What follows belongs to an exercise in optimizing a design on an open flow for small area, a short achievable clock period and few clock cycles; a production flow would make more cautious choices.
The RTL was checked by simulation tests, not by an equivalence proof against the original design.
The flow treats the clock pin as an ideal source, which a real chip does not have.
Power and IR drop assume default switching activity.

==> flow/design.v <==
module fpu(
    input  logic [31:0] op_A_in,
    input  logic [31:0] op_B_in,
    input  logic clk,
    input  logic reset,
    input  logic start,
    output logic [31:0] data_out,
    output logic [3:0]  status_out,
    output logic done
);
    logic [7:0]  ea, eb, e_l, gt, eq;
    logic [22:0] fl, fe;
    logic [8:0]  d_ab;
    logic [4:0]  sh;
    logic        a_ge_e, e_eq, fa_lt, a_big, s_l, eff_sub, swap_f, big;
    logic [25:0] m_a, m_b, m_l, m_s, m_s_sh, lost_mask;
    logic        sticky;
    logic [26:0] x, y, g, p, gg, pp, sum;
    always_comb begin
        ea   = op_A_in[30:23];
        eb   = op_B_in[30:23];
        m_a  = {|ea, op_A_in[22:0], 2'b00};
        m_b  = {|eb, op_B_in[22:0], 2'b00};
        d_ab = {1'b0, ea} - {1'b0, eb};
        gt = ea & ~eb;
        eq = ~(ea ^ eb);
        for (int l = 0; l < 3; l++)
            for (int i = 0; i < 8; i += 2 << l) begin
                gt[i] = gt[i + (1 << l)] | (eq[i + (1 << l)] & gt[i]);
                eq[i] = eq[i + (1 << l)] & eq[i];
            end
        a_ge_e = gt[0] | eq[0];
        e_eq   = eq[0];
        fl = ~op_A_in[22:0] & op_B_in[22:0];
        fe = ~(op_A_in[22:0] ^ op_B_in[22:0]);
        for (int w = 1; w < 23; w <<= 1)
            for (int i = 0; i + w < 23; i += 2 * w) begin
                fl[i] = fl[i + w] | (fe[i + w] & fl[i]);
                fe[i] = fe[i + w] & fe[i];
            end
        fa_lt  = fl[0];
        e_l  = a_ge_e ? ea  : eb;
        m_l  = a_ge_e ? m_a : m_b;
        m_s  = a_ge_e ? m_b : m_a;
        sh   = a_ge_e ? d_ab[4:0] : eb[4:0] - ea[4:0];
        a_big = e_eq ? ~fa_lt : a_ge_e;
        s_l   = a_big ? op_A_in[31] : op_B_in[31];
        eff_sub = op_A_in[31] ^ op_B_in[31];
        swap_f  = eff_sub & e_eq & fa_lt;
        big       = d_ab[8] ? (d_ab[7:0] <= 8'd231) : (d_ab[7:0] >= 8'd25);
        m_s_sh    = big ? 26'd0 : (m_s >> sh);
        lost_mask = big ? 26'h3ffffff : ~(26'h3ffffff << sh);
        sticky    = |(m_s & lost_mask);
        x = {1'b0, m_l} ^ {27{eff_sub}};
        y = {1'b0, m_s_sh};
        g = x & y;
        p = x ^ y;
        gg = g;
        pp = p;
        gg[0] = g[0] | (p[0] & swap_f);
        for (int l = 0; l < 5; l++)
            for (int i = (2 << l) - 1; i < 27; i += (2 << l)) begin
                gg[i] = gg[i] | (pp[i] & gg[i - (1 << l)]);
                pp[i] = pp[i] & pp[i - (1 << l)];
            end
        for (int l = 3; l >= 0; l--)
            for (int i = (3 << l) - 1; i < 27; i += (2 << l)) begin
                gg[i] = gg[i] | (pp[i] & gg[i - (1 << l)]);
                pp[i] = pp[i] & pp[i - (1 << l)];
            end
        sum = (p ^ {27{eff_sub & ~swap_f}}) ^ {gg[25:0], swap_f};
    end
    logic [26:0] r;
    logic [7:0]  e_q;
    logic        s_q, sticky_q;
    always_ff @(posedge clk) begin
        r        <= sum;
        e_q      <= e_l;
        s_q      <= s_l;
        sticky_q <= sticky;
    end
    always_ff @(posedge clk or negedge reset) begin
        if (!reset) done <= 1'b0;
        else        done <= start;
    end
    logic        zero, left, c_out, uf, ovf;
    logic [25:0] w, n0, n1, n2, n3, n4;
    logic        uf_le, uf_eq;
    logic [23:0] ca;
    logic [22:0] inc, f_out;
    logic [4:0]  k;
    logic [7:0]  e_p1, e_nr, e_left, e_out;
    always_comb begin
        zero = ~|r;
        left = ~r[26] & ~r[25];
        w  = r[26] ? r[26:1] : r[25:0];
        ca = w[25:2];
        for (int l = 0; l < 5; l++)
            for (int i = (2 << l) - 1; i < 24; i += (2 << l))
                ca[i] = ca[i] & ca[i - (1 << l)];
        for (int l = 3; l >= 0; l--)
            for (int i = (3 << l) - 1; i < 24; i += (2 << l))
                ca[i] = ca[i] & ca[i - (1 << l)];
        inc   = w[24:2] ^ ({ca[21:0], 1'b1} & {23{w[0]}});
        c_out = w[0] & ca[23];
        e_p1  = e_q + 8'd1;
        e_nr  = (r[26] | c_out) ? e_p1 : e_q;
        k[4] = ~|r[25:10]; n1 = k[4] ? {r[9:0], 16'd0} : r[25:0];
        k[3] = ~|n1[25:18]; n2 = k[3] ? {n1[17:0], 8'd0} : n1;
        k[2] = ~|n2[25:22]; n3 = k[2] ? {n2[21:0], 4'd0} : n2;
        k[1] = ~|n3[25:24]; n4 = k[1] ? {n3[23:0], 2'd0} : n3;
        k[0] = ~n4[25];     n0 = k[0] ? {n4[24:0], 1'd0} : n4;
        e_left = e_q - {3'd0, k};
        uf_le = 1'b0;
        uf_eq = ~|e_q[7:5];
        for (int i = 4; i >= 0; i--) begin
            uf_le = uf_le | (uf_eq & ~e_q[i] & k[i]);
            uf_eq = uf_eq & ~(e_q[i] ^ k[i]);
        end
        uf   = ~r[26] & (uf_le | uf_eq);
        ovf  = (&e_q) | (~left & e_q == 8'd254 & (r[26] | c_out));
        e_out = left ? e_left : e_nr;
        f_out = left ? n0[24:2] : inc;
        if (zero) begin
            data_out = 32'd0;                   status_out = 4'b0001;
        end else if (ovf) begin
            data_out = {s_q, 8'hFF, 23'd0};     status_out = 4'b0100;
        end else if (uf) begin
            data_out = 32'd0;                   status_out = 4'b1000;
        end else begin
            data_out = {s_q, e_out, f_out};
            status_out = (w[0] && !left) || sticky_q ? 4'b0010 : 4'b0001;
        end
    end
endmodule
==> flow/flow/run.sh <==
#!/bin/bash
# The standard layout, with plain buffers (sky130_fd_sc_hd__buf_1) on the
# ports in place of the delay cells that buffer_ports picks by default.
# Timing repair aims at 3.8 ns of setup slack up to clock tree synthesis,
# and at 3.0 ns in the repair after global routing.
set -euo pipefail
export BUFFER_PORTS_ARGS="-buffer_cell sky130_fd_sc_hd__buf_1"
SETUP_SLACK_MARGIN=3.8 bash standard.sh cts > standard_make_to_cts.log 2>&1
SETUP_SLACK_MARGIN=3.0 bash standard.sh > standard_make.log 2>&1
==> flow/standard.sh <==
#!/bin/bash
# synth_recipe.tcl (not shown) runs the flow's synth.tcl, then flattens the netlist and writes it again
# the make line also repeats each setting of config.mk as NAME=value (left out here)
make -C /OpenROAD-flow-scripts/flow DESIGN_CONFIG=/design/flow/config.mk WORK_HOME=/design/flow/orfs CLKGATE_MAP_FILE= SYNTH_SCRIPT=/design/flow/synth_recipe.tcl "${@:-finish}"
==> flow/config.mk <==
export PLATFORM = sky130hd
export DESIGN_NAME = fpu
export DESIGN_NICKNAME = fpu
export VERILOG_FILES = /design/flow/design.v
export SDC_FILE = /design/flow/constraint.sdc
export NUM_CORES = 4
export LEC_CHECK = 0
export ABC_AREA = 1
export CAP_MARGIN = 20
export CORE_MARGIN = 2
export CORE_UTILIZATION = 45
export GPL_TIMING_DRIVEN = 0
export SLEW_MARGIN = 20
==> flow/constraint.sdc <==
create_clock -name core_clock -period 10.0 [get_ports {clk}]
set_input_delay 2.0000 -clock core_clock [delete_from_list [all_inputs] [get_ports {clk}]]
set_output_delay 2.0000 -clock core_clock [all_outputs]
set_load 0.01 [all_outputs]
==> impl_metrics.yaml, run 1 <==
synthesis:
  synth_top_family_by_area: "simple AND/OR/NAND/NOR gates"
  synth.area.top_cells: "nand2_1 (19%), o21ai_0 (11%), ha_1 (10%), dfxtp_1 (8.7%), nand3_1 (7.7%)"
  synthMuxAreaShare: 0.005855
  synth_top_area_frac: 0.1879
  async_flop_share: 0.02632
  yosysSeqAreaShare: 0.08958
  synth_cell_type_count: 51
  syn_area_per_cell_um2: 5.515
  synthCells: 1550
  yosysWarnings: 1
  synth-edff-count: 0
  synthesis.nets: 1689
  synthSimpleGateAreaFrac: 0.3732
  yosysTopAreaCell: "nand2_1"
  synth_compound_area_frac: 0.2140
  synthAdderAreaFrac: 0.1080
  synth_ff_type: "dfxtp_1"
  syn_area_um2: 8548
  synthXorXnorAreaFrac: 0.09631
  synth_seq_cells: 38
drt:
  drt-total-wl_mm: 30.53
  vias: 10330
  wl_per_cell_um: 15.88
  drc: 0
  drtIter0Drc: 730
  viasPerCell: 5.374
  drtPass1Iterations: 5
  antenna_left: 0
power_and_ir_drop:
  ir_drop_v: 0.00008796
  comb_power_share: 0.779
  switching_share: 0.5592
  pwr-share-clk: 0.092
  power.internal_mw: 0.9719
  cellPowerDensity_nw_per_um2: 216.2
  p_sw_mw: 1.233
  leakagePower_nw: 5.006
  p_seq_frac: 0.129
setup_path:
  worstSetupStartpointType: "primary input"
  critPathSlowestCell: "ha_1"
  worst-setup-path-type: "in2reg"
  critPathMostFrequentCell: "nand2_1"
  crit_required_ps: 10170
  worstPathMaxFanout: 8
  slowest_delay_ps: 310
  critPathCaptureType: "register"
  worstPathArrival_ps: 6470
clock_network:
  numClockSinks: 38
  h-tree-depth: 2
  cts_buffer_depth: 2
  hold_buffers: 0
  clk_pin_slew_ps: 60
  cts_root_buf: "clkbuf_16"
  cts_tree: "done"
  cts_buffers: 5
floorplanning:
  die_y_um: 141.8
  die_area_um2: 20110
  die_w_um: 141.8
  floorplan.initialDensity: 0.4585
  core-area_um2: 18640
  ioPinCount: 104
  rows: 50
cells_and_area:
  finalInstanceArea_um2: 10200
  antenna_cells: 0
  final_common_cell: "nand2_1"
  drive_gt1_frac: 0.1286
  most-common-layout-cells: "nand2_1 (417), inv_1 (165), o21ai_0 (145)"
  multi_input_area_um2: 7198
  nFillCells: 2045
  area_delta_synth_final_pct: 19.28
  fin_nets: 1826
  regArea_um2: 782.0
placed_design:
  place_hpwl_mm: 25.46
  port_buffers: 103
  dpl_cell_area_um2: 9228
  gp_congestion: 0.9786
  dp_slack_ps: 2220
global_route:
  antenna_found_initial: 0
  grt_use_total: 0.3050
  grt_overflow: 0
  grt_pass1_vias: 9766
  grt_pass1_wl_mm: 49.71
  grt_max_degree: 14
timing:
  tns_ps: 0
  setup_viol: 0
  tightest_slew_ps: 900.3
  fmax_mhz: 158.8
  hold_slack_ps: 1470
  fin_ws_ps: 3704
  rsz0062_at_grt: "false"
  slew_headroom: 0.3976
  fin_crit_ps: 6296
  fin_crit_sh: 0.6296
  finalHoldViolations: 0
  maxSlewViolCount: 0
min_path:
  hold_path.class: "in2async"
flow_run:
  drv_cap: 0
status:
  status: "no timing/DRC/antenna violations"
-- sequential cells by signal, summed over array words and instances, names as in the netlist --
register  flops
s_q           1
e_q           8
sticky_q      1
done          1
r            27
-- cell families (layout without fill, tap and decap cells) --
logic type               count (synthesis)  after routing
flip-flops                              38             38
adder cells (fa/ha/maj)                 72             72
buffers and inverters                  248            386
AO/OA/AOI/OAI                          331            331
AND/OR/NAND/NOR                        762            762
XOR/XNOR                                94             94
multiplexers                             5              5
-- per-stage QoR --
step           std cells  utilization  power [mW]
2_1_floorplan       1550            -       1.387
3_3_place_gp        1887       0.4950       1.814
3_5_place_dp        1887       0.4950       1.815
4_1_cts             1922       0.5466       2.177
5_1_grt             1922       0.5469       2.420
6_report            1922       0.5469       2.205
-- layout make-up --
| class | instances | share of cell area |
|---|---|---|
| plain buffers | 69 | 0.04001 |
| clock buffers | 5 | 0.01227 |
| clock inverters | 3 | 0.006749 |
| inverters | 179 | 0.06798 |
| multi-input cells | 1264 | 0.7060 |
| flip-flops and latches | 38 | 0.07670 |
| well taps | 234 | 0.02872 |
| repair buffers | 130 | 0.06160 |
-- worst max-delay path: cells and delay by family --
family / cells / cell delay, ps
AOI/OAI and AO/OA: 9 / 1730
and+or+nand+nor: 15 / 1340
adders and majority gates: 2 / 600
buffers and inverters: 4 / 530
muxes: 1 / 260
-- cells in the mapped netlist (2+ instances only) --
cell type / number
nand3b_1: 2
nand4_1: 13
nand2_2: 8
mux2i_1: 5
dfxtp_1: 37
nand3_1: 131
a21boi_0: 2
clkinv_1: 3
buf_6: 2
inv_1: 170
o211ai_1: 4
xnor2_1: 23
xor2_1: 71
buf_2: 10
nor2_4: 4
o21ai_1: 15
o22ai_1: 3
nor2_1: 142
buf_4: 2
o21bai_1: 4
clkbuf_1: 47
o21a_1: 12
o21ai_2: 2
nor3_1: 17
ha_1: 69
a21oi_1: 62
o31ai_1: 5
fa_1: 3
or2_2: 5
nor4_1: 6
a221oi_1: 3
a211oi_1: 13
o21ai_0: 192
inv_2: 6
a21o_1: 3
a31oi_1: 3
buf_1: 8
nand2_1: 428
nor2_2: 2
o32ai_1: 2
-- power by group through the flow --
stage,sequential [mW],clock (mW),combinational (mW)
3_3_place_gp,0.272,0,1.54
3_5_place_dp,0.272,0,1.54
6_report,0.284,0.203,1.72
4_1_cts,0.281,0.206,1.69
2_1_floorplan,0.247,0,1.14
5_1_grt,0.289,0.213,1.92
-- final timing paths --
check,endpoint,startpoint,cells past startpoint
worst max-delay path,r[25]$_DFF_P_,op_B_in[29],31
worst min-delay path,done$_DFF_PN0_,reset,1
max in group asynchronous,done$_DFF_PN0_,reset,1
min in group core_clock,done$_DFF_PN0_,start,1
-- per-layer routing --
| layer | vias up | wire (µm) | track usage |
|---|---|---|---|
| met5 | - | 0 | 0 |
| met4 | 0 | 1431 | 0.1474 |
| met3 | 76 | 1014 | 0.01046 |
| met2 | 326 | 14850 | 0.5506 |
| met1 | 4576 | 13230 | 0.3732 |
| li1 | 5351 | - | - |
-- repair_timing --
item	in CTS	in global routing
resized for setup	231	0
buffers inserted	26	0
endpoints found under the setup margin	61	0
Testbench counts, summed over its fixed seeds: cycles 3,200.
==> inputs of run 2 (changes only) <==
==> flow/flow/run.sh (replaced) <==
#!/bin/bash
# The standard layout, with plain buffers (sky130_fd_sc_hd__buf_1) on the
# ports in place of the delay cells that buffer_ports picks by default.
# Timing repair aims at 3.8 ns of setup slack up to clock tree synthesis,
# and at 3.0 ns after global routing, followed by power recovery.
set -euo pipefail
export BUFFER_PORTS_ARGS="-buffer_cell sky130_fd_sc_hd__buf_1"
SETUP_SLACK_MARGIN=3.8 bash standard.sh cts > standard_make_to_cts.log 2>&1
SETUP_SLACK_MARGIN=3.0 RECOVER_POWER=100 bash standard.sh > standard_make.log 2>&1
==> run 2 against run 1 <==
Net effect:
- sequential share of layout area grew 0.14 points
- maximum frequency is 19% lower
- combinational power is essentially flat
- final cell count stayed put
- largest power group unchanged
- highest routed layer unchanged
==> impl_metrics.yaml, run 2 <==
drt:
  drtIter0Drc: 699
  drtPass1Iterations: 7
  top_layer: "met4"
  drt-total-wl_mm: 30.60
  antenna_left: 0
  drc: 0
  wl_per_cell_um: 15.92
  wl_met1_mm: 13.24
  viasPerCell: 5.378
  wl_met3_mm: 1.072
  vias: 10340
  wl_met2_mm: 14.86
power_and_ir_drop:
  p_sw_mw: 1.226
  ir_drop_v: 0.00008710
  leakagePower_nw: 4.872
  p_seq_frac: 0.130
  pwr-share-clk: 0.093
  power.internal_mw: 0.9462
  switching_share: 0.5645
  comb_power_share: 0.776
  cellPowerDensity_nw_per_um2: 216.9
  power.total_mw: 2.173
min_path:
  hold_path.class: "in2async"
setup_path:
  worstPathMaxFanout: 10
  critPathCaptureType: "primary output"
  critPathSlowestCell: "clkinvlp_2"
  critPathMostFrequentCell: "nand2_1"
  slowest_delay_ps: 430
  worstSetupStartpointType: "register"
  worstPathArrival_ps: 5820
  worst-setup-path-type: "reg2out"
  crit_required_ps: 8000
cells_and_area:
  largest_reg_flops: 27
  max_flop_register: "r"
  top_regs: "r x27, e_q x8"
  most-common-layout-cells: "nand2_1 (428), inv_1 (165), o21ai_0 (148)"
  area_delta_synth_final_pct: 17.20
  fin_nets: 1826
  antenna_cells: 0
  drive_gt1_frac: 0.1019
  post-route-util: 0.5374
  final_common_cell: "nand2_1"
floorplanning:
  ioPinCount: 104
  rows: 50
  core-area_um2: 18640
  die_w_um: 141.8
  die_area_um2: 20110
  die_y_um: 141.8
  floorplan.initialDensity: 0.4585
timing:
  maxSlewViolCount: 0
  setup_viol: 0
  rsz0062_at_grt: "false"
  fin_crit_sh: 0.7821
  slew_headroom: 0.4069
  finalHoldViolations: 0
  tightest_slew_ps: 886.4
  fin_crit_ps: 7821
  tns_ps: 0
  hold_slack_ps: 1471
  fmax_mhz: 127.9
placed_design:
  place_hpwl_mm: 25.46
  gp_congestion: 0.9786
  port_buffers: 103
flow_run:
  drv_cap: 0
synthesis:
  synth_ff_type: "dfxtp_1"
  synthCells: 1550
  synth.area.top_cells: "nand2_1 (19%), o21ai_0 (11%), ha_1 (10%), dfxtp_1 (8.7%), nand3_1 (7.7%)"
  syn_area_um2: 8548
  synth_seq_cells: 38
  yosysMostFrequentCell: "nand2_1"
  synth_top_area_frac: 0.1879
  synth_cell_type_count: 51
  yosysTopAreaCell: "nand2_1"
  yosysSeqAreaShare: 0.08958
  syn_area_per_cell_um2: 5.515
  yosys-top-cells-count: "nand2_1 (428), o21ai_0 (192), inv_1 (170), nor2_1 (142), nand3_1 (131)"
  async_flop_share: 0.02632
  synth-edff-count: 0
  yosysWarnings: 1
  synthesis.nets: 1689
status:
  status: "no timing/DRC/antenna violations"
global_route:
  grt_max_degree: 14
  grt_pass1_wl_mm: 49.71
  grt_pass1_vias: 9766
  grt_use_total: 0.3050
  grt_overflow: 0
  antenna_found_initial: 0
clock_network:
  h-tree-depth: 2
  clk_pin_slew_ps: 60
  cts_buffers: 5
  cts_root_buf: "clkbuf_16"
  cts_buffer_depth: 2
  numClockSinks: 38
  cts_tree: "done"
[run 2: cell counts after synthesis]
No cell type changed its count.
[run 2: power by group through the flow]
| stage | clock network (mW) | logic [mW] | registers (mW) |
|---|---|---|---|
| after CTS | 0.206 | 1.69 | 0.281 |
| after floorplan | 0 | 1.14 | 0.247 |
| after global placement | 0 | 1.54 | 0.272 |
| final | 0.203 | 1.69 | 0.283 |
| after detailed placement | 0 | 1.54 | 0.272 |
| after global routing | 0.213 | 1.88 | 0.288 |
[run 2: layer usage]
layer	vias up	track usage
met3	79	0.01046
met4	0	0.1474
met2	326	0.5506
met1	4577	0.3732
li1	5355	-
met5	-	0
[run 2: worst max path at each step]
| stage | startpoint | end | slack, ps | depth (start not counted) |
|---|---|---|---|---|
| after detailed placement | op_A_in[23] | r[26]$_DFF_P_ | 2220 | 35 |
| after global placement | op_A_in[23] | r[26]$_DFF_P_ | 2190 | 35 |
| after CTS | r[13]$_DFF_P_ | data_out[9] | 3780 | 32 |
| after floorplan | op_B_in[28] | r[26]$_DFF_P_ | 3810 | 29 |
| after global routing | r[13]$_DFF_P_ | data_out[13] | 1580 | 31 |
| final | r[23]$_DFF_P_ | data_out[18] | 2180 | 31 |
[run 2: cell type report]
class,count,area [µm²]
plain buffers,69,377.9
clock buffers,5,125.1
clock inverters,3,68.82
fillers,2088,8625
inverters,179,685.7
multi-input cells,1264,7084
flip-flops and latches,38,782.0
well taps,234,292.8
repair buffers,130,601.8
[run 2: through the flow]
stage               area (µm²)  std cells  worst slack, ps
floorplan                 8548       1550             3815
global placement          9228       1887             2192
detailed placement        9228       1887             2220
CTS                      10190       1922             3777
global route             10020       1922             1583
finish                   10020       1922             2179
[run 2: kinds of logic (layout without fill, tap and decap cells)]
logic type / Yosys count / after routing / share of synthesized area
mux: 5 / 5 / 0.005855
simple gates: 762 / 762 / 0.3732
flops: 38 / 38 / 0.08958
fa+ha+maj: 72 / 72 / 0.1080
compound gates: 331 / 331 / 0.2140
buf+inv: 248 / 386 / 0.1130
xor+xnor: 94 / 94 / 0.09631
[run 2: critical path, delay by kind of cell (launching register included)]
family	cells	cell delay (ps)
DFF	1	390
buffers and inverters	8	1470
AOI/OAI and AO/OA	3	480
and+or+nand+nor	19	2900
adders and majority gates	1	300
[run 2: timing repair]
item	4_1_cts	5_1_grt
endpoints found under the setup margin	61	0
hold endpoints to repair	0	0
hold buffers	0	0
setup buffers	26	0
gates resized for setup	231	0
==> inputs of run 3 (changes only) <==
==> flow/flow/run.sh (replaced) <==
#!/bin/bash
# The standard layout, with plain buffers (sky130_fd_sc_hd__buf_1) on the
# ports in place of the delay cells that buffer_ports picks by default.
# Timing repair aims at 4.6 ns of setup slack up to clock tree synthesis;
# then cells are sized down where that keeps the worst slack (recover_area.tcl),
# and the repair after global routing aims at 3.0 ns.
set -euo pipefail
export BUFFER_PORTS_ARGS="-buffer_cell sky130_fd_sc_hd__buf_1"
SETUP_SLACK_MARGIN=4.6 bash standard.sh cts > standard_make_to_cts.log 2>&1
RESULTS=orfs/results/sky130hd/fpu/base openroad -no_init -exit flow/recover_area.tcl > recover_area.log 2>&1
SETUP_SLACK_MARGIN=3.0 bash standard.sh > standard_make.log 2>&1
==> flow/flow/recover_area.tcl (new file) <==
# Area recovery after clock tree synthesis: give each logic cell the smallest
# drive strength of its function that keeps the worst setup slack where the
# timing repair left it. Flip-flops, clock-tree cells and port buffers are
# kept; cell functions and connections do not change.
set results $::env(RESULTS)
set platform $::env(FLOW_HOME)/platforms/sky130hd
read_liberty $platform/lib/sky130_fd_sc_hd__tt_025C_1v80.lib
read_db $results/4_cts.odb
read_sdc $results/4_cts.sdc
source $platform/setRC.tcl
estimate_parasitics -placement
set_propagated_clock [all_clocks]

set block [ord::get_db_block]
set dbu [$block getDbUnitsPerMicron]
set target [expr {[sta::worst_slack_cmd max] - 5e-12}]
puts "worst setup slack before: [expr {[sta::worst_slack_cmd max] * 1e9}] ns"
report_design_area
set saved 0.0
set n 0
foreach inst [$block getInsts] {
  set m [$inst getMaster]
  if { [$m getType] ne "CORE" } { continue }
  set name [$inst getName]
  set mname [$m getName]
  if { [regexp {df|dl|clk|conb|tap|fill|decap} $mname] } { continue }
  if { [regexp {^(input|output)} $name] } { continue }
  if { ![regexp {^(sky130_fd_sc_hd__.*)_([0-9]+)$} $mname -> base size] } { continue }
  set cur_area [expr {[$m getWidth] * [$m getHeight]}]
  set cands {}
  foreach lc [get_lib_cells ${base}_*] {
    set lname [get_name $lc]
    if { ![regexp "^${base}_\[0-9\]+\$" $lname] } { continue }
    set lm [[ord::get_db] findMaster $lname]
    if { $lm == "NULL" } { continue }
    set a [expr {[$lm getWidth] * [$lm getHeight]}]
    if { $a < $cur_area } { lappend cands [list $a $lname] }
  }
  foreach c [lsort -real -index 0 $cands] {
    set lname [lindex $c 1]
    replace_cell $name $lname
    estimate_parasitics -placement
    if { [sta::worst_slack_cmd max] >= $target } {
      set saved [expr {$saved + $cur_area - [lindex $c 0]}]
      incr n
      break
    }
    replace_cell $name $mname
    estimate_parasitics -placement
  }
}
puts "resized $n cells down, [expr {$saved / ($dbu * $dbu)}] um2 saved"
puts "worst setup slack after: [expr {[sta::worst_slack_cmd max] * 1e9}] ns"
report_design_area
check_placement
write_db $results/4_cts.odb
==> run 3 against run 2 <==
Net effect:
- routed wire length up 11%
- still clean on timing, DRC and antenna
- sequential power down 2%
- power up 6.3%
- utilization up 4.0 points
- maximum frequency up 26%
- worst setup slack better by 1600 ps
- global-route usage up 3.3 points
- via count up 8.8%
- largest power group unchanged
- area after synthesis unchanged
==> impl_metrics.yaml, run 3 <==
cells_and_area:
  top_regs: "r x27, e_q x8"
  final_common_cell: "nand2_1"
  max_flop_register: "r"
  largest_reg_flops: 27
  regArea_um2: 797.0
  area_delta_synth_final_pct: 25.97
  post-route-util: 0.5776
  fin_nets: 1931
  antenna_cells: 0
  most-common-layout-cells: "nand2_1 (411), buf_1 (204), inv_1 (150)"
  multi_input_area_um2: 7301
  nFillCells: 2082
  drive_gt1_frac: 0.1378
synthesis:
  yosysTopAreaCell: "nand2_1"
  syn_area_um2: 8548
  synth_top_area_frac: 0.1879
  syn_area_per_cell_um2: 5.515
  synth_cell_type_count: 51
  synth_ff_type: "dfxtp_1"
  synth_seq_cells: 38
  synth-edff-count: 0
  synthesis.nets: 1689
  yosysWarnings: 1
  synth.area.top_cells: "nand2_1 (19%), o21ai_0 (11%), ha_1 (10%), dfxtp_1 (8.7%), nand3_1 (7.7%)"
  yosysSeqAreaShare: 0.08958
  yosysMostFrequentCell: "nand2_1"
  synthCells: 1550
  async_flop_share: 0.02632
  yosys-top-cells-count: "nand2_1 (428), o21ai_0 (192), inv_1 (170), nor2_1 (142), nand3_1 (131)"
drt:
  viasPerCell: 5.549
  drtIter0Drc: 732
  drt-total-wl_mm: 34.07
  antenna_left: 0
  drtPass1Iterations: 7
  vias: 11250
  wl_per_cell_um: 16.81
  drc: 0
setup_path:
  crit_required_ps: 10200
  endpoint: "r[11]$_DFF_P_"
  worst-setup-path-type: "in2reg"
  worstSetupStartpointType: "primary input"
  worstPathMaxFanout: 10
  critPathMostFrequentCell: "nand2_1"
  startpoint: "op_A_in[26]"
  critPathSlowestCell: "ha_1"
  slowest_delay_ps: 330
  worstPathArrival_ps: 6380
  critPathCaptureType: "register"
floorplanning:
  die_y_um: 141.8
  ioPinCount: 104
  die_area_um2: 20110
  floorplan.initialDensity: 0.4585
  rows: 50
  core-area_um2: 18640
  die_w_um: 141.8
clock_network:
  cts_root_buf: "clkbuf_16"
  cts_buffer_depth: 2
  numClockSinks: 38
  h-tree-depth: 2
  clk_pin_slew_ps: 60
  cts_buffers: 5
  cts_tree: "done"
timing:
  slew_headroom: 0.3919
  fin_crit_sh: 0.6185
  setup_viol: 0
  maxSlewViolCount: 0
  finalHoldViolations: 0
  fin_ws_ps: 3815
  tns_ps: 0
  hold_slack_ps: 1484
  fmax_mhz: 161.7
  fin_crit_ps: 6185
  rsz0062_at_grt: "false"
  tightest_slew_ps: 908.8
global_route:
  grt_pass1_wl_mm: 55.05
  grt_use_total: 0.3381
  grt_overflow: 0
  grt_max_degree: 14
  antenna_found_initial: 0
  grt_pass1_vias: 11000
flow_run:
  drv_cap: 0
power_and_ir_drop:
  ir_drop_v: 0.00006733
  power.total_mw: 2.310
  leakagePower_nw: 5.121
  cellPowerDensity_nw_per_um2: 214.5
placed_design:
  gp_congestion: 0.9718
  place_hpwl_mm: 25.68
  port_buffers: 103
  dp_slack_ps: 2699
min_path:
  hold_path.class: "in2async"
status:
  status: "no timing/DRC/antenna violations"
==> run 3: cell counts after synthesis <==
No cell type changed its count.
==> run 3: per-stage QoR <==
step,instance area [µm²],cells
after floorplan,8902,1550
final,10770,2027
after detailed placement,9588,1887
after global routing,10770,2027
after CTS,12010,2027
after global placement,9582,1887
==> run 3: worst min path at each step <==
| stage | from | to | slack [ps] | cells after the start |
|---|---|---|---|---|
| finish | reset | done$_DFF_PN0_ | 1480 | 1 |
| global route | reset | done$_DFF_PN0_ | 1470 | 1 |
| CTS | reset | done$_DFF_PN0_ | 1470 | 1 |
| detailed placement | reset | done$_DFF_PN0_ | 1770 | 1 |
| global placement | reset | done$_DFF_PN0_ | 1760 | 1 |
| floorplan | reset | done$_DFF_PN0_ | 1700 | 0 |
==> run 3: layer usage <==
layer  global-route usage  wire length, µm  up-vias
met5                    0                0        -
met4               0.1811             1892        0
met3              0.01822             1502      124
met2               0.6300            16910      466
met1               0.3871            13760     5087
li1                     -                -     5570
==> run 3: logic make-up after synthesis <==
group	synth area share
AO/OA/AOI/OAI	0.2140
XOR/XNOR	0.09631
adder cells (fa/ha/maj)	0.1080
buffers and inverters	0.1130
flip-flops	0.08958
multiplexers	0.005855
AND/OR/NAND/NOR	0.3732
==> run 3: repair_timing <==
item,4_1_cts,5_1_grt
buffers inserted,129,0
resized for setup,373,0
hold buffers,0,0
endpoints found under the setup margin,63,0
==> run 3: area by class of cell <==
type | count | area share
well taps | 234 | 0.02719
clock inverters | 3 | 0.004067
flip-flops and latches | 38 | 0.07402
inverters | 179 | 0.06344
repair buffers | 235 | 0.09691
clock buffers | 5 | 0.01162
multi-input cells | 1264 | 0.6780
plain buffers | 69 | 0.04474
==> run 3: critical path: cells and delay by family <==
kind	cells	cell delay, ps
and+or+nand+nor	12	1000
AOI/OAI and AO/OA	7	1200
adders and majority gates	2	640
xor gates and xnor gates	1	180
muxes	1	320
buffers and inverters	7	1020
==> run 3: report_power, final <==
| part | leakage [nW] | switching (mW) | internal [mW] |
|---|---|---|---|
| sequential | 0.325 | 0.0580 | 0.220 |
| combinational | 4.71 | 1.19 | 0.667 |
| clock | 0.0912 | 0.0568 | 0.117 |
==> inputs of run 4 (changes only) <==
==> flow/flow/run.sh (replaced) <==
#!/bin/bash
# The standard layout, with plain buffers (sky130_fd_sc_hd__buf_1) on the
# ports in place of the delay cells that buffer_ports picks by default.
# Timing repair aims at 4.2 ns of setup slack up to clock tree synthesis;
# then cells are sized down where that keeps the worst slack (recover_area.tcl),
# and the repair after global routing aims at 3.0 ns.
set -euo pipefail
export BUFFER_PORTS_ARGS="-buffer_cell sky130_fd_sc_hd__buf_1"
SETUP_SLACK_MARGIN=4.2 bash standard.sh cts > standard_make_to_cts.log 2>&1
RESULTS=orfs/results/sky130hd/fpu/base openroad -no_init -exit flow/recover_area.tcl > recover_area.log 2>&1
SETUP_SLACK_MARGIN=3.0 bash standard.sh > standard_make.log 2>&1
==> run 4 against run 3 <==
Net effect:
- area after synthesis stayed put
- hold slack worse by 9.9 ps
- critical path depth grew 2
- count of clock-buffer cells in the layout unchanged
- die area unchanged
- sequential share of layout area is 0.061 points higher
- routed wire length down 3.9%
- still clean on timing, DRC and antenna
- sequential power up 1%
- largest power group unchanged
- utilization decreased by 0.65 points
==> impl_metrics.yaml, run 4 <==
cells_and_area:
  post-route-util: 0.5711
  top_regs: "r x27, e_q x8"
  finalInstanceArea_um2: 10650
  final_common_cell: "nand2_1"
  antenna_cells: 0
  fin_nets: 1899
  drive_gt1_frac: 0.1386
  largest_reg_flops: 27
  most-common-layout-cells: "nand2_1 (415), buf_1 (163), inv_1 (150)"
  nFillCells: 2065
  layoutNonFillerInstCount: 1995
  area_delta_synth_final_pct: 24.55
  max_flop_register: "r"
synthesis:
  synth-edff-count: 0
  synth_top_area_frac: 0.1879
  synth_seq_cells: 38
  yosysSeqAreaShare: 0.08958
  synth_ff_type: "dfxtp_1"
  synthCells: 1550
  yosysWarnings: 1
  synthesis.nets: 1689
  yosysTopAreaCell: "nand2_1"
  synth_cell_type_count: 51
  yosys-top-cells-count: "nand2_1 (428), o21ai_0 (192), inv_1 (170), nor2_1 (142), nand3_1 (131)"
  async_flop_share: 0.02632
  syn_area_per_cell_um2: 5.515
  synth.area.top_cells: "nand2_1 (19%), o21ai_0 (11%), ha_1 (10%), dfxtp_1 (8.7%), nand3_1 (7.7%)"
  syn_area_um2: 8548
  yosysMostFrequentCell: "nand2_1"
floorplanning:
  die_y_um: 141.8
  rows: 50
  die_area_um2: 20110
  floorplan.initialDensity: 0.4585
  ioPinCount: 104
  core-area_um2: 18640
  die_w_um: 141.8
setup_path:
  crit_required_ps: 10140
  worstPathArrival_ps: 6320
  crit_buf_inv: 6
  slowest_delay_ps: 370
  worstPathMaxFanout: 5
  critPathSlowestCell: "o21ai_1"
  worstSetupStartpointType: "primary input"
  worst-setup-path-type: "in2reg"
  critPathCaptureType: "register"
  cp_top_family: "compound AO/OA/AOI/OAI gates"
  critPathMostFrequentCell: "nand2_1"
power_and_ir_drop:
  cellPowerDensity_nw_per_um2: 211.6
  leakagePower_nw: 5.125
  ir_drop_v: 0.00008513
clock_network:
  numClockSinks: 38
  h-tree-depth: 2
  cts_buffers: 5
  cts_buffer_depth: 2
  clk_pin_slew_ps: 60
  cts_root_buf: "clkbuf_16"
  hold_buffers: 0
  cts_tree: "done"
global_route:
  antenna_found_initial: 0
  grt_pass1_vias: 10400
  grt_max_degree: 14
  grt_overflow: 0
  grt_pass1_wl_mm: 52.10
  grt_use_total: 0.3213
placed_design:
  port_buffers: 103
  dpl_cell_area_um2: 9308
  dp_cells: 1887
  gp_congestion: 1.011
  place_hpwl_mm: 25.49
  dp_slack_ps: 2464
drt:
  drt-total-wl_mm: 32.75
  wl_per_cell_um: 16.41
  drc: 0
  drtIter0Drc: 636
  viasPerCell: 5.433
  antenna_left: 0
  vias: 10840
  drtPass1Iterations: 5
timing:
  fin_crit_sh: 0.6183
  fmax_mhz: 161.7
  rsz0062_at_grt: "false"
  setup_viol: 0
  tns_ps: 0
  maxSlewViolCount: 0
  slew_headroom: 0.2453
  fin_crit_ps: 6183
  finalHoldViolations: 0
  tightest_slew_ps: 1122
  fin_ws_ps: 3817
flow_run:
  drv_cap: 0
status:
  status: "no timing/DRC/antenna violations"
min_path:
  hold_path.class: "in2async"
run 4: worst paths after layout:
path | start | end | slack (ps) | depth (start not counted)
worst max-delay path | op_B_in[28] | r[18]$_DFF_P_ | 3820 | 32
worst min-delay path | reset | done$_DFF_PN0_ | 1470 | 1
max in group asynchronous | reset | done$_DFF_PN0_ | 8430 | 1
min in group core_clock | start | done$_DFF_PN0_ | 1820 | 1
run 4: layout make-up:
| type | count | area [µm²] | share of cell area |
|---|---|---|---|
| clock buffer | 5 | 125.1 | 0.01175 |
| inverter | 179 | 680.7 | 0.06393 |
| sequential | 38 | 794.5 | 0.07463 |
| multi-input combinational | 1264 | 7264 | 0.6823 |
| buffer | 69 | 508.0 | 0.04771 |
| timing repair buffer | 203 | 937.1 | 0.08802 |
| tap | 234 | 292.8 | 0.02750 |
| clock inverter | 3 | 43.79 | 0.004113 |
run 4: through the flow:
step | power (mW) | hold slack (ps)
2_1_floorplan | 1.398 | 1704
3_3_place_gp | 1.823 | 1762
3_5_place_dp | 1.824 | 1766
4_1_cts | 2.386 | 1468
5_1_grt | 2.461 | 1471
6_report | 2.253 | 1474
run 4: report_power, final:
| part | internal (mW) | total (mW) | switching [mW] |
|---|---|---|---|
| clock | 0.117 | 0.171 | 0.0547 |
| combinational | 0.648 | 1.80 | 1.15 |
| sequential | 0.220 | 0.282 | 0.0615 |
run 4: what timing repair did:
item / 4_1_cts / 5_1_grt
setup buffers: 95 / 0
resized for setup: 400 / 0
endpoints found under the setup margin: 61 / 0
run 4: per-layer routing:
| metal | global-route usage | share of wire | vias to the layer above |
|---|---|---|---|
| met5 | 0 | 0 | - |
| met4 | 0.1911 | 0.060 | 0 |
| met3 | 0.01991 | 0.045 | 113 |
| met2 | 0.5784 | 0.49 | 430 |
| met1 | 0.3753 | 0.41 | 4802 |
| li1 | - | - | 5494 |
run 4: kinds of logic (layout without fill, tap and decap cells):
logic type	count (synthesis)	after routing	share of synthesized area
buf+inv	248	459	0.1130
mux	5	5	0.005855
xor+xnor	94	94	0.09631
simple gates	762	762	0.3732
compound gates	331	331	0.2140
fa+ha+maj	72	72	0.1080
flops	38	38	0.08958
==> inputs of run 5 (changes only) <==
==> flow/flow/run.sh (replaced) <==
#!/bin/bash
# The standard layout, with plain buffers (sky130_fd_sc_hd__buf_1) on the
# ports in place of the delay cells that buffer_ports picks by default.
# Timing repair aims at 3.5 ns of setup slack up to clock tree synthesis;
# then cells are sized down where that keeps the worst slack (recover_area.tcl),
# and the repair after global routing aims at 3.0 ns.
set -euo pipefail
export BUFFER_PORTS_ARGS="-buffer_cell sky130_fd_sc_hd__buf_1"
SETUP_SLACK_MARGIN=3.5 bash standard.sh cts > standard_make_to_cts.log 2>&1
RESULTS=orfs/results/sky130hd/fpu/base openroad -no_init -exit flow/recover_area.tcl > recover_area.log 2>&1
SETUP_SLACK_MARGIN=3.0 bash standard.sh > standard_make.log 2>&1
==> run 5 against run 4 <==
Net effect:
- still clean
- final cell count decreased by 4.4%
- non-clock buffer count decreased by 87
- area after synthesis unchanged
- first-iteration DRC count rose by 18%
- worst setup slack worse by 360 ps
- sequential cell count unchanged
- sequential power fell by 2%
- clock power barely moved
- hold slack gained 3.0 ps
- utilization fell by 5.5 points
- critical endpoint is now data_out[25]
- largest cell class unchanged
==> impl_metrics.yaml, run 5 <==
status:
  status: "no timing/DRC/antenna violations"
timing:
  tightest_slew_ps: 879.0
  fin_crit_ps: 6540
  fin_crit_sh: 0.6540
  tns_ps: 0
  fmax_mhz: 152.9
  maxSlewViolCount: 0
  rsz0062_at_grt: "true"
  slew_headroom: 0.4118
  setup_viol: 0
  finalHoldViolations: 0
  fin_ws_ps: 3460
drt:
  viasPerCell: 5.369
  drtPass1Iterations: 6
  wl_per_cell_um: 15.84
  drtIter0Drc: 750
  drc: 0
  vias: 10240
  drt-total-wl_mm: 30.23
  antenna_left: 0
cells_and_area:
  most-common-layout-cells: "nand2_1 (426), inv_1 (169), o21ai_0 (157)"
  area_delta_synth_final_pct: 12.60
  largest_reg_flops: 27
  top_regs: "r x27, e_q x8"
  post-route-util: 0.5163
  fin_nets: 1812
  multi_input_area_um2: 6950
  nFillCells: 2124
  antenna_cells: 0
  regArea_um2: 769.5
  max_flop_register: "r"
  final_common_cell: "nand2_1"
  drive_gt1_frac: 0.05795
global_route:
  grt_pass1_vias: 9566
  grt_overflow: 0
  grt_pass1_wl_mm: 48.75
  grt_max_degree: 14
  grt_use_total: 0.2993
  antenna_found_initial: 0
min_path:
  hold_path.class: "in2async"
placed_design:
  place_hpwl_mm: 25.46
  port_buffers: 103
  gp_congestion: 0.9786
  dp_slack_ps: 2220
clock_network:
  cts_buffers: 5
  numClockSinks: 38
  cts_tree: "done"
  h-tree-depth: 2
  clk_pin_slew_ps: 50
  cts_root_buf: "clkbuf_16"
  cts_buffer_depth: 2
setup_path:
  crit_required_ps: 8000
  critPathCaptureType: "primary output"
  worstPathMaxFanout: 10
  worst-setup-path-type: "reg2out"
  slowest_delay_ps: 420
  worstSetupStartpointType: "register"
  critPathSlowestCell: "dfxtp_1"
  worstPathArrival_ps: 4540
  startpoint: "r[19]$_DFF_P_"
synthesis:
  yosysSeqAreaShare: 0.08958
  yosys-top-cells-count: "nand2_1 (428), o21ai_0 (192), inv_1 (170), nor2_1 (142), nand3_1 (131)"
  synth_cell_type_count: 51
  yosysTopAreaCell: "nand2_1"
  synth.area.top_cells: "nand2_1 (19%), o21ai_0 (11%), ha_1 (10%), dfxtp_1 (8.7%), nand3_1 (7.7%)"
  syn_area_per_cell_um2: 5.515
  synth-edff-count: 0
  yosysMostFrequentCell: "nand2_1"
  synthesis.nets: 1689
  synth_ff_type: "dfxtp_1"
  async_flop_share: 0.02632
  synthCells: 1550
  syn_area_um2: 8548
  yosysWarnings: 1
  synth_seq_cells: 38
  synth_top_area_frac: 0.1879
floorplanning:
  die_y_um: 141.8
  die_w_um: 141.8
  die_area_um2: 20110
  core-area_um2: 18640
  floorplan.initialDensity: 0.4585
  ioPinCount: 104
  rows: 50
power_and_ir_drop:
  leakagePower_nw: 4.708
  power.total_mw: 2.058
  cellPowerDensity_nw_per_um2: 213.8
  ir_drop_v: 0.00008436
flow_run:
  drv_cap: 0
==> run 5: layout make-up <==
type	instances	share of cell area
Sequential cell	38	0.07994
Clock buffer	5	0.01300
Tap cell	234	0.03042
Timing Repair Buffer	116	0.04563
Clock inverter	3	0.004550
Buffer	69	0.03367
Multi-Input combinational cell	1264	0.7221
Inverter	179	0.07071
==> run 5: kinds of logic (layout without fill, tap and decap cells) <==
kind of cell | count (synthesis) | after routing | synth area share
compound gates | 331 | 331 | 0.2140
xor+xnor | 94 | 94 | 0.09631
fa+ha+maj | 72 | 72 | 0.1080
buf+inv | 248 | 372 | 0.1130
flops | 38 | 38 | 0.08958
mux | 5 | 5 | 0.005855
simple gates | 762 | 762 | 0.3732
==> run 5: metrics by stage <==
step           cells  area, µm²  hold slack (ps)
2_1_floorplan   1550       8548             1704
3_3_place_gp    1887       9228             1763
3_5_place_dp    1887       9228             1765
4_1_cts         1908       9773             1465
5_1_grt         1908       9625             1472
6_report        1908       9625             1477
==> run 5: critical path, delay by kind of cell, from the launching register on <==
| kind | cells | cell delay, ps |
|---|---|---|
| flip-flops | 1 | 420 |
| AO/OA/AOI/OAI | 4 | 540 |
| AND/OR/NAND/NOR | 15 | 1550 |
| adder cells (fa/ha/maj) | 1 | 340 |
| buffers and inverters | 9 | 1440 |
==> run 5: worst max path at each step <==
stage / slack [ps] / to
detailed placement: 2220 / r[26]$_DFF_P_
floorplan: 3810 / r[26]$_DFF_P_
CTS: 3530 / data_out[27]
global route: 3000 / r[26]$_DFF_P_
finish: 3460 / data_out[25]
global placement: 2190 / r[26]$_DFF_P_
==> run 5: power by group <==
group / switching (mW) / internal [mW]
Clock: 0.0564 / 0.117
Sequential: 0.0629 / 0.212
Combinational: 1.07 / 0.537
==> run 5: timing repair <==
action | CTS | global route
setup buffers | 13 | 0
pin swaps | 8 | 4
resized for setup | 112 | 24
hold buffers | 0 | 0
endpoints found under the setup margin | 58 | 4
==> run 5: per-layer routing <==
metal	track usage	routed length [µm]	part of all wire	up-vias
li1	-	-	-	5331
met1	0.3695	13150	0.44	4490
met2	0.5452	14660	0.48	346
met3	0.01147	1101	0.036	77
met4	0.1242	1319	0.044	0
met5	0	0	0	-
==> inputs of run 6 (changes only) <==
==> flow/flow/run.sh (replaced) <==
#!/bin/bash
# The standard layout, with plain buffers (sky130_fd_sc_hd__buf_1) on the
# ports in place of the delay cells that buffer_ports picks by default.
# Timing repair aims at 3.0 ns of setup slack up to clock tree synthesis;
# then cells are sized down where that keeps the worst slack (recover_area.tcl),
# and the repair after global routing aims at 3.0 ns.
set -euo pipefail
export BUFFER_PORTS_ARGS="-buffer_cell sky130_fd_sc_hd__buf_1"
SETUP_SLACK_MARGIN=3.0 bash standard.sh cts > standard_make_to_cts.log 2>&1
RESULTS=orfs/results/sky130hd/fpu/base openroad -no_init -exit flow/recover_area.tcl > recover_area.log 2>&1
SETUP_SLACK_MARGIN=3.0 bash standard.sh > standard_make.log 2>&1
==> run 6 against run 5 <==
Net effect:
- combinational power about the same
- sequential power about the same
- final cell count about the same
- maximum frequency shrank 0.96%
- via count is 0.48% higher
- cell area grew 1.1%
- area after synthesis did not move
- non-clock buffer count grew 1
- clock power is essentially flat
- still clean on timing, DRC and antenna
- sequential share of layout area fell by 0.099 points
- power increased by 0.96%
- worst setup slack got worse by 63 ps
==> impl_metrics.yaml, run 6 <==
cells_and_area:
  drive_gt1_frac: 0.07104
  top_regs: "r x27, e_q x8"
  final_common_cell: "nand2_1"
  fin_nets: 1813
  area_delta_synth_final_pct: 13.83
  multi_input_area_um2: 6989
  regArea_um2: 768.2
  nFillCells: 2111
  max_flop_register: "r"
  antenna_cells: 0
  largest_reg_flops: 27
  most-common-layout-cells: "nand2_1 (430), inv_1 (169), o21ai_0 (155)"
drt:
  antenna_left: 0
  drt-total-wl_mm: 30.26
  drc: 0
  wl_per_cell_um: 15.85
  viasPerCell: 5.392
  vias: 10290
  drtIter0Drc: 712
  drtPass1Iterations: 6
timing:
  tightest_slew_ps: 886.7
  fmax_mhz: 151.4
  slew_headroom: 0.4067
  setup_viol: 0
  finalHoldViolations: 0
  fin_crit_sh: 0.6603
  rsz0062_at_grt: "false"
  fin_crit_ps: 6603
  maxSlewViolCount: 0
  tns_ps: 0
flow_run:
  drv_cap: 0
global_route:
  grt_max_degree: 14
  use_met3: 0.01316
  grt.busiest_layer: "met2"
  grt_overflow: 0
  grt_pass1_wl_mm: 48.20
  antenna_found_initial: 0
  grt_use_total: 0.2967
  met2_usage: 0.5378
  grtUsageMet1: 0.3654
  grt_pass1_vias: 9450
synthesis:
  yosysMostFrequentCell: "nand2_1"
  async_flop_share: 0.02632
  syn_area_per_cell_um2: 5.515
  synthCells: 1550
  syn_area_um2: 8548
  synthesis.nets: 1689
  yosysSeqAreaShare: 0.08958
  synth_cell_type_count: 51
  yosysTopAreaCell: "nand2_1"
  yosys-top-cells-count: "nand2_1 (428), o21ai_0 (192), inv_1 (170), nor2_1 (142), nand3_1 (131)"
  synth.area.top_cells: "nand2_1 (19%), o21ai_0 (11%), ha_1 (10%), dfxtp_1 (8.7%), nand3_1 (7.7%)"
  synth_ff_type: "dfxtp_1"
  synth_seq_cells: 38
  synth_top_area_frac: 0.1879
  yosysWarnings: 1
  synth-edff-count: 0
power_and_ir_drop:
  leakagePower_nw: 4.796
  cellPowerDensity_nw_per_um2: 213.5
  power.total_mw: 2.077
  ir_drop_v: 0.00008418
min_path:
  hold_path.class: "in2async"
floorplanning:
  ioPinCount: 104
  die_w_um: 141.8
  rows: 50
  core-area_um2: 18640
  die_area_um2: 20110
  floorplan.initialDensity: 0.4585
  die_y_um: 141.8
clock_network:
  clk_pin_slew_ps: 50
  cts_root_buf: "clkbuf_16"
  cts_tree: "done"
  h-tree-depth: 2
  numClockSinks: 38
  cts_buffer_depth: 2
  hold_buffers: 0
  cts_buffers: 5
setup_path:
  crit_buf_inv: 8
  slowest_delay_ps: 380
  critPathSlowestCell: "dfxtp_1"
  worstPathMaxFanout: 10
  worstSetupStartpointType: "register"
  crit_required_ps: 8000
  cp_top_family: "simple AND/OR/NAND/NOR gates"
  critPathCaptureType: "primary output"
  worst-setup-path-type: "reg2out"
  worstPathArrival_ps: 4600
  path_depth: 31
placed_design:
  port_buffers: 103
  place_hpwl_mm: 25.46
  gp_congestion: 0.9786
status:
  status: "no timing/DRC/antenna violations"
-- run 6: worst paths after layout --
check,startpoint,end,slack [ps]
min in group core_clock,start,done$_DFF_PN0_,1820
max in group asynchronous,reset,done$_DFF_PN0_,8430
max,r[18]$_DFF_P_,data_out[18],3400
min,reset,done$_DFF_PN0_,1480
-- run 6: cell type report --
type,count,share of cell area
Buffer,69,0.03433
Clock buffer,5,0.01286
Clock inverter,3,0.004500
Inverter,179,0.07021
Multi-Input combinational cell,1264,0.7183
Sequential cell,38,0.07895
Tap cell,234,0.03009
Timing Repair Buffer,117,0.05079
-- run 6: layer usage --
metal | vias to the layer above | share of wire
met4 | 0 | 0.039
met5 | - | 0
met1 | 4562 | 0.44
li1 | 5321 | -
met2 | 334 | 0.49
met3 | 76 | 0.038
-- run 6: per-stage QoR --
step	instance area, µm²	utilization	worst slack [ps]	cells	hold slack, ps
finish	9731	0.5219	3397	1909	1477
global route	9731	0.5219	2925	1909	1472
CTS	9455	0.5072	2997	1895	1465
detailed placement	9228	0.4950	2220	1887	1765
global placement	9228	0.4950	2192	1887	1763
floorplan	8548	-	3815	1550	1704
-- run 6: what timing repair did --
action                     in CTS  in global routing
buffers inserted                0                 14
setup endpoints to repair      36                 49
gates resized for setup        28                132
pin swaps                       0                 10
-- run 6: where the power goes --
group | internal, mW | leakage, nW | total (mW) | switching (mW)
logic | 0.553 | 4.38 | 1.63 | 1.08
registers | 0.211 | 0.323 | 0.275 | 0.0634
clock network | 0.117 | 0.0912 | 0.173 | 0.0559
-- run 6: cell families after synthesis --
| kind of cell | Yosys count | synth area share |
|---|---|---|
| compound gates | 331 | 0.2140 |
| xor+xnor | 94 | 0.09631 |
| fa+ha+maj | 72 | 0.1080 |
| buf+inv | 248 | 0.1130 |
| flops | 38 | 0.08958 |
| mux | 5 | 0.005855 |
| simple gates | 762 | 0.3732 |
==> inputs of run 7 (changes only) <==
==> flow/flow/run.sh (replaced) <==
#!/bin/bash
# The standard layout, with plain buffers (sky130_fd_sc_hd__buf_1) on the
# ports in place of the delay cells that buffer_ports picks by default.
# Timing repair aims at 3.9 ns of setup slack up to clock tree synthesis;
# then cells are sized down where that keeps the worst slack (recover_area.tcl),
# and the repair after global routing aims at 3.0 ns.
set -euo pipefail
export BUFFER_PORTS_ARGS="-buffer_cell sky130_fd_sc_hd__buf_1"
SETUP_SLACK_MARGIN=3.9 bash standard.sh cts > standard_make_to_cts.log 2>&1
RESULTS=orfs/results/sky130hd/fpu/base openroad -no_init -exit flow/recover_area.tcl > recover_area.log 2>&1
SETUP_SLACK_MARGIN=3.0 bash standard.sh > standard_make.log 2>&1
==> run 7 against run 6 <==
Net effect:
- via count grew 3.8%
- highest routed layer unchanged
- worst setup slack gained 340 ps
- count of clock-buffer cells in the layout is the same
- final cell count grew 2.5%
- non-clock buffer count grew 47
==> impl_metrics.yaml, run 7 <==
synthesis:
  synth_compound_area_frac: 0.2140
  yosysTopAreaCell: "nand2_1"
  synth_top_area_frac: 0.1879
  yosysMostFrequentCell: "nand2_1"
  synth_ff_type: "dfxtp_1"
  syn_area_per_cell_um2: 5.515
  synth_seq_cells: 38
  synthesis.nets: 1689
  synthCells: 1550
  syn_area_um2: 8548
  synth-edff-count: 0
  async_flop_share: 0.02632
  synth_top_family_by_area: "simple AND/OR/NAND/NOR gates"
  synthAdderAreaFrac: 0.1080
  synth_cell_type_count: 51
  yosys-top-cells-count: "nand2_1 (428), o21ai_0 (192), inv_1 (170), nor2_1 (142), nand3_1 (131)"
  synthMuxAreaShare: 0.005855
  synthSimpleGateAreaFrac: 0.3732
  synthXorXnorAreaFrac: 0.09631
  synth.area.top_cells: "nand2_1 (19%), o21ai_0 (11%), ha_1 (10%), dfxtp_1 (8.7%), nand3_1 (7.7%)"
  yosysSeqAreaShare: 0.08958
  yosysWarnings: 1
setup_path:
  critPathMostFrequentCell: "nand2_1"
  critPathSlowestCell: "o21ai_2"
  crit_required_ps: 10140
  worst-setup-path-type: "in2reg"
  worstPathArrival_ps: 6400
  startpoint: "op_B_in[28]"
  worstPathMaxFanout: 10
  worstSetupStartpointType: "primary input"
  critPathCaptureType: "register"
  slowest_delay_ps: 310
power_and_ir_drop:
  p_seq_frac: 0.129
  pwr-share-clk: 0.080
  leakagePower_nw: 4.938
  ir_drop_v: 0.00008008
  comb_power_share: 0.791
  power.internal_mw: 0.9363
  switching_share: 0.5667
  power.total_mw: 2.161
  p_sw_mw: 1.224
  cellPowerDensity_nw_per_um2: 213.0
floorplanning:
  ioPinCount: 104
  core-area_um2: 18640
  die_area_um2: 20110
  rows: 50
  die_y_um: 141.8
  floorplan.initialDensity: 0.4585
  die_w_um: 141.8
global_route:
  grt_use_total: 0.3113
  antenna_found_initial: 0
  grt_pass1_vias: 9968
  grt_max_degree: 14
  grt_pass1_wl_mm: 50.71
  grt_overflow: 0
drt:
  wl_per_cell_um: 16.07
  drt-total-wl_mm: 31.44
  drc: 0
  vias: 10680
  drtIter0Drc: 791
  viasPerCell: 5.461
  antenna_left: 0
  drtPass1Iterations: 6
clock_network:
  clk_pin_slew_ps: 50
  cts_buffer_depth: 2
  cts_root_buf: "clkbuf_16"
  hold_buffers: 0
  cts_tree: "done"
  h-tree-depth: 2
  numClockSinks: 38
  cts_buffers: 5
timing:
  slew_headroom: 0.3961
  hold_slack_ps: 1473
  maxSlewViolCount: 0
  fmax_mhz: 159.7
  tightest_slew_ps: 902.5
  fin_crit_ps: 6261
  finalHoldViolations: 0
  fin_crit_sh: 0.6261
  tns_ps: 0
  setup_viol: 0
  rsz0062_at_grt: "false"
placed_design:
  dpl_cell_area_um2: 9236
  port_buffers: 103
  gp_congestion: 1.022
  place_hpwl_mm: 25.26
cells_and_area:
  finalInstanceArea_um2: 10140
  largest_reg_flops: 27
  max_flop_register: "r"
  final_common_cell: "nand2_1"
  area_delta_synth_final_pct: 18.66
  most-common-layout-cells: "nand2_1 (424), inv_1 (161), buf_1 (141)"
  fin_nets: 1860
  antenna_cells: 0
  drive_gt1_frac: 0.1069
  top_regs: "r x27, e_q x8"
flow_run:
  drv_cap: 0
min_path:
  hold_path.class: "in2async"
status:
  status: "no timing/DRC/antenna violations"
-- run 7: cell counts after synthesis --
Identical to the previous run, type by type.
-- run 7: critical path, delay by kind of cell --
kind	cells	cell delay [ps]
muxes	1	140
and+or+nand+nor	12	1160
adders and majority gates	2	540
buffers and inverters	5	670
AOI/OAI and AO/OA	10	1750
xor gates and xnor gates	1	140
-- run 7: final cells by class --
type,instances,area [µm²]
Fill cell,2066,8499
Multi-Input combinational cell,1264,7117
Sequential cell,38,787.0
Timing Repair Buffer,164,694.4
Inverter,179,680.7
Buffer,69,402.9
Tap cell,234,292.8
Clock buffer,5,125.1
Clock inverter,3,43.79
-- run 7: power groups by stage --
stage / Combinational [mW] / Clock, mW / Sequential (mW)
after floorplan: 1.14 / 0 / 0.247
after global placement: 1.54 / 0 / 0.272
after detailed placement: 1.54 / 0 / 0.272
after CTS: 1.77 / 0.205 / 0.279
after global routing: 1.91 / 0.182 / 0.285
final: 1.71 / 0.172 / 0.279
-- run 7: what timing repair did --
action	in CTS	in global routing
gates resized for setup	289	0
endpoints found under the setup margin	61	0
setup buffers	58	0
-- run 7: cell families after synthesis --
group / Yosys count
AND/OR/NAND/NOR: 762
multiplexers: 5
XOR/XNOR: 94
buffers and inverters: 248
adder cells (fa/ha/maj): 72
AO/OA/AOI/OAI: 331
flip-flops: 38
-- run 7: final timing paths --
kind / endpoint / slack (ps) / cells after the start
max: r[18]$_DFF_P_ / 3740 / 31
min in group core_clock: done$_DFF_PN0_ / 1820 / 1
max in group asynchronous: done$_DFF_PN0_ / 8430 / 1
min: done$_DFF_PN0_ / 1470 / 1
-- run 7: metal layers --
metal  track usage  share of wire
met3       0.01890          0.050
met2        0.5503           0.48
met4        0.1805          0.058
met5             0              0
met1        0.3736           0.41
-- run 7: metrics by stage --
| stage | util | cells | worst slack, ps |
|---|---|---|---|
| global placement | 0.4951 | 1887 | 2290 |
| detailed placement | 0.4954 | 1887 | 2272 |
| finish | 0.5441 | 1956 | 3739 |
| floorplan | - | 1550 | 3906 |
| global route | 0.5441 | 1956 | 3285 |
| CTS | 0.5760 | 1956 | 3900 |
==> inputs of run 8 (changes only) <==
==> flow/flow/run.sh (replaced) <==
#!/bin/bash
# The standard layout, with plain buffers (sky130_fd_sc_hd__buf_1) on the
# ports in place of the delay cells that buffer_ports picks by default.
# Timing repair aims at 4.0 ns of setup slack up to clock tree synthesis;
# then cells are sized down where that keeps the worst slack (recover_area.tcl),
# and the repair after global routing aims at 3.0 ns.
set -euo pipefail
export BUFFER_PORTS_ARGS="-buffer_cell sky130_fd_sc_hd__buf_1"
SETUP_SLACK_MARGIN=4.0 bash standard.sh cts > standard_make_to_cts.log 2>&1
RESULTS=orfs/results/sky130hd/fpu/base openroad -no_init -exit flow/recover_area.tcl > recover_area.log 2>&1
SETUP_SLACK_MARGIN=3.0 bash standard.sh > standard_make.log 2>&1
==> run 8 against run 7 <==
Net effect:
- still clean on timing, DRC and antenna
- hold slack about the same
- first-iteration DRC count increased by 2.3%
- area after synthesis unchanged
- global-route usage increased by 1.8 points
- critical path type is now reg2out
- via count increased by 2.6%
- sequential share of layout area decreased by 0.17 points
- final cell count increased by 2.6%
- non-clock buffer count increased by 50
- routed wire length increased by 5.6%
- synthesized cell count unchanged
- clock power about the same
- sequential cell count unchanged
==> impl_metrics.yaml, run 8 <==
clock_network:
  cts_buffer_depth: 2
  hold_buffers: 0
  cts_root_buf: "clkbuf_16"
  cts_tree: "done"
  h-tree-depth: 2
  cts_buffers: 5
  numClockSinks: 38
  clk_pin_slew_ps: 60
power_and_ir_drop:
  p_sw_mw: 1.272
  p_seq_frac: 0.123
  power.total_mw: 2.234
  leakagePower_nw: 5.029
  pwr-share-clk: 0.077
  comb_power_share: 0.800
  cellPowerDensity_nw_per_um2: 213.6
  power.internal_mw: 0.9620
  ir_drop_v: 0.00007888
  switching_share: 0.5694
synthesis:
  synth-edff-count: 0
  yosysSeqAreaShare: 0.08958
  synth_seq_cells: 38
  synth_top_area_frac: 0.1879
  synthesis.nets: 1689
  async_flop_share: 0.02632
  yosysTopAreaCell: "nand2_1"
  syn_area_um2: 8548
  synth.area.top_cells: "nand2_1 (19%), o21ai_0 (11%), ha_1 (10%), dfxtp_1 (8.7%), nand3_1 (7.7%)"
  yosysWarnings: 1
  syn_area_per_cell_um2: 5.515
  synth_cell_type_count: 51
  synthCells: 1550
  yosys-top-cells-count: "nand2_1 (428), o21ai_0 (192), inv_1 (170), nor2_1 (142), nand3_1 (131)"
  yosysMostFrequentCell: "nand2_1"
  synth_ff_type: "dfxtp_1"
drt:
  antenna_left: 0
  viasPerCell: 5.462
  drtPass1Iterations: 6
  drc: 0
  vias: 10960
  drt-total-wl_mm: 33.19
  wl_per_cell_um: 16.54
  drtIter0Drc: 809
timing:
  rsz0062_at_grt: "false"
  finalHoldViolations: 0
  tightest_slew_ps: 925.7
  fmax_mhz: 158.9
  fin_crit_ps: 6293
  maxSlewViolCount: 0
  tns_ps: 0
  setup_viol: 0
  fin_crit_sh: 0.6293
  slew_headroom: 0.3806
placed_design:
  port_buffers: 103
  dp_cells: 1887
  place_hpwl_mm: 25.62
  gp_congestion: 1.017
  dpl_cell_area_um2: 9248
cells_and_area:
  fin_nets: 1910
  top_regs: "r x27, e_q x8"
  area_delta_synth_final_pct: 22.34
  layoutNonFillerInstCount: 2006
  max_flop_register: "r"
  final_common_cell: "nand2_1"
  finalInstanceArea_um2: 10460
  post-route-util: 0.5609
  largest_reg_flops: 27
  antenna_cells: 0
  most-common-layout-cells: "nand2_1 (413), buf_1 (188), inv_1 (155)"
  drive_gt1_frac: 0.1196
global_route:
  grt_overflow: 0
  antenna_found_initial: 0
  grt_max_degree: 14
  grt_pass1_wl_mm: 53.12
  grt_pass1_vias: 10550
  grt_use_total: 0.3290
setup_path:
  worst-setup-path-type: "reg2out"
  critPathMostFrequentCell: "nand2_2"
  worstPathArrival_ps: 4290
  crit_required_ps: 8000
  worstPathMaxFanout: 7
  slowest_delay_ps: 340
  critPathSlowestCell: "dfxtp_4"
  critPathCaptureType: "primary output"
  crit_buf_inv: 8
  worstSetupStartpointType: "register"
  cp_top_family: "simple AND/OR/NAND/NOR gates"
floorplanning:
  die_y_um: 141.8
  core-area_um2: 18640
  die_area_um2: 20110
  floorplan.initialDensity: 0.4585
  ioPinCount: 104
  rows: 50
  die_w_um: 141.8
status:
  status: "no timing/DRC/antenna violations"
flow_run:
  drv_cap: 0
min_path:
  hold_path.class: "in2async"
-- run 8: cell counts after synthesis --
No cell type changed its count.
-- run 8: final cells by class --
class | instances | area [µm²]
fillers | 2133 | 8185
multi-input cells | 1264 | 7204
repair buffers | 214 | 904.6
flip-flops and latches | 38 | 793.3
inverters | 179 | 683.2
plain buffers | 69 | 410.4
well taps | 234 | 292.8
clock buffers | 5 | 125.1
clock inverters | 3 | 43.79
-- run 8: worst paths after layout --
| path | start | end | depth (start not counted) |
|---|---|---|---|
| worst min-delay path | reset | done$_DFF_PN0_ | 1 |
| min in group core_clock | start | done$_DFF_PN0_ | 1 |
| worst max-delay path | r[15]$_DFF_P_ | data_out[26] | 33 |
| max in group asynchronous | reset | done$_DFF_PN0_ | 1 |
-- run 8: kinds of logic after synthesis --
family / Yosys count / share of synthesized area
fa+ha+maj: 72 / 0.1080
mux: 5 / 0.005855
xor+xnor: 94 / 0.09631
simple gates: 762 / 0.3732
compound gates: 331 / 0.2140
buf+inv: 248 / 0.1130
flops: 38 / 0.08958
-- run 8: through the flow --
| stage | setup WS, ps | hold WS, ps |
|---|---|---|
| after global placement | 2321 | 1762 |
| after global routing | 3328 | 1469 |
| after CTS | 3885 | 1465 |
| final | 3707 | 1473 |
| after detailed placement | 2372 | 1765 |
| after floorplan | 4021 | 1704 |
-- run 8: power by group through the flow --
| stage | Sequential, mW | Combinational, mW | Clock (mW) |
|---|---|---|---|
| 6_report | 0.276 | 1.79 | 0.172 |
| 5_1_grt | 0.282 | 1.98 | 0.183 |
| 4_1_cts | 0.280 | 1.89 | 0.205 |
| 3_5_place_dp | 0.273 | 1.55 | 0 |
| 3_3_place_gp | 0.273 | 1.55 | 0 |
| 2_1_floorplan | 0.247 | 1.14 | 0 |
-- run 8: metal layers --
metal / routed length (µm) / track usage / vias to the layer above
met5: 0 / 0 / -
met4: 1987 / 0.1700 / 0
met3: 1589 / 0.01957 / 118
met2: 16250 / 0.6142 / 419
met1: 13360 / 0.3769 / 4896
li1: - / - / 5524
-- run 8: timing repair --
item                                    in CTS  in global routing
resized for setup                          368                  0
endpoints found under the setup margin      60                  0
endpoints found under the hold margin        0                  0
buffers inserted                           108                  0

[re-timing with driven ports]
The flow's constraints put no driver on any port. The routed layouts listed below were extracted and timed again, unchanged, in two steps. Step 1: set_driving_cell puts a clkbuf_16 on clk and a buf_2 on each other input, an assumption about the parent block. Step 2 also shifts input and output timing later by t, the mid clock arrival at the registers, as if the neighbouring blocks saw the same clock. Slacks: ideal / step 1 / step 2; pairs: ideal / step 1.
run | shift t [ns] | slack for setup (ns) | latest minus earliest clock arrival (ns) | cell pins on the clock port's net
run 1 | 0.314 | 3.704 / 3.676 / 3.400 | 0.005 / 0.005 | 1
run 2 | 0.314 | 2.179 / 2.144 / 2.097 | 0.005 / 0.005 | 1
run 3 | 0.309 | 3.815 / 3.825 / 3.515 | 0.011 / 0.011 | 1
run 4 | 0.310 | 3.817 / 3.811 / 3.500 | 0.009 / 0.009 | 1
run 5 | 0.310 | 3.460 / 3.425 / 3.200 | 0.007 / 0.007 | 1
run 6 | 0.311 | 3.397 / 3.361 / 3.134 | 0.007 / 0.008 | 1
run 7 | 0.309 | 3.739 / 3.746 / 3.437 | 0.006 / 0.006 | 1
run 8 | 0.314 | 3.707 / 3.671 / 3.405 | 0.008 / 0.008 | 1
After both steps every run listed still meets setup and hold. For run 4, which loses most, drivers alone change the setup slack by -0.006 ns; drivers and shift together by -0.317 ns.
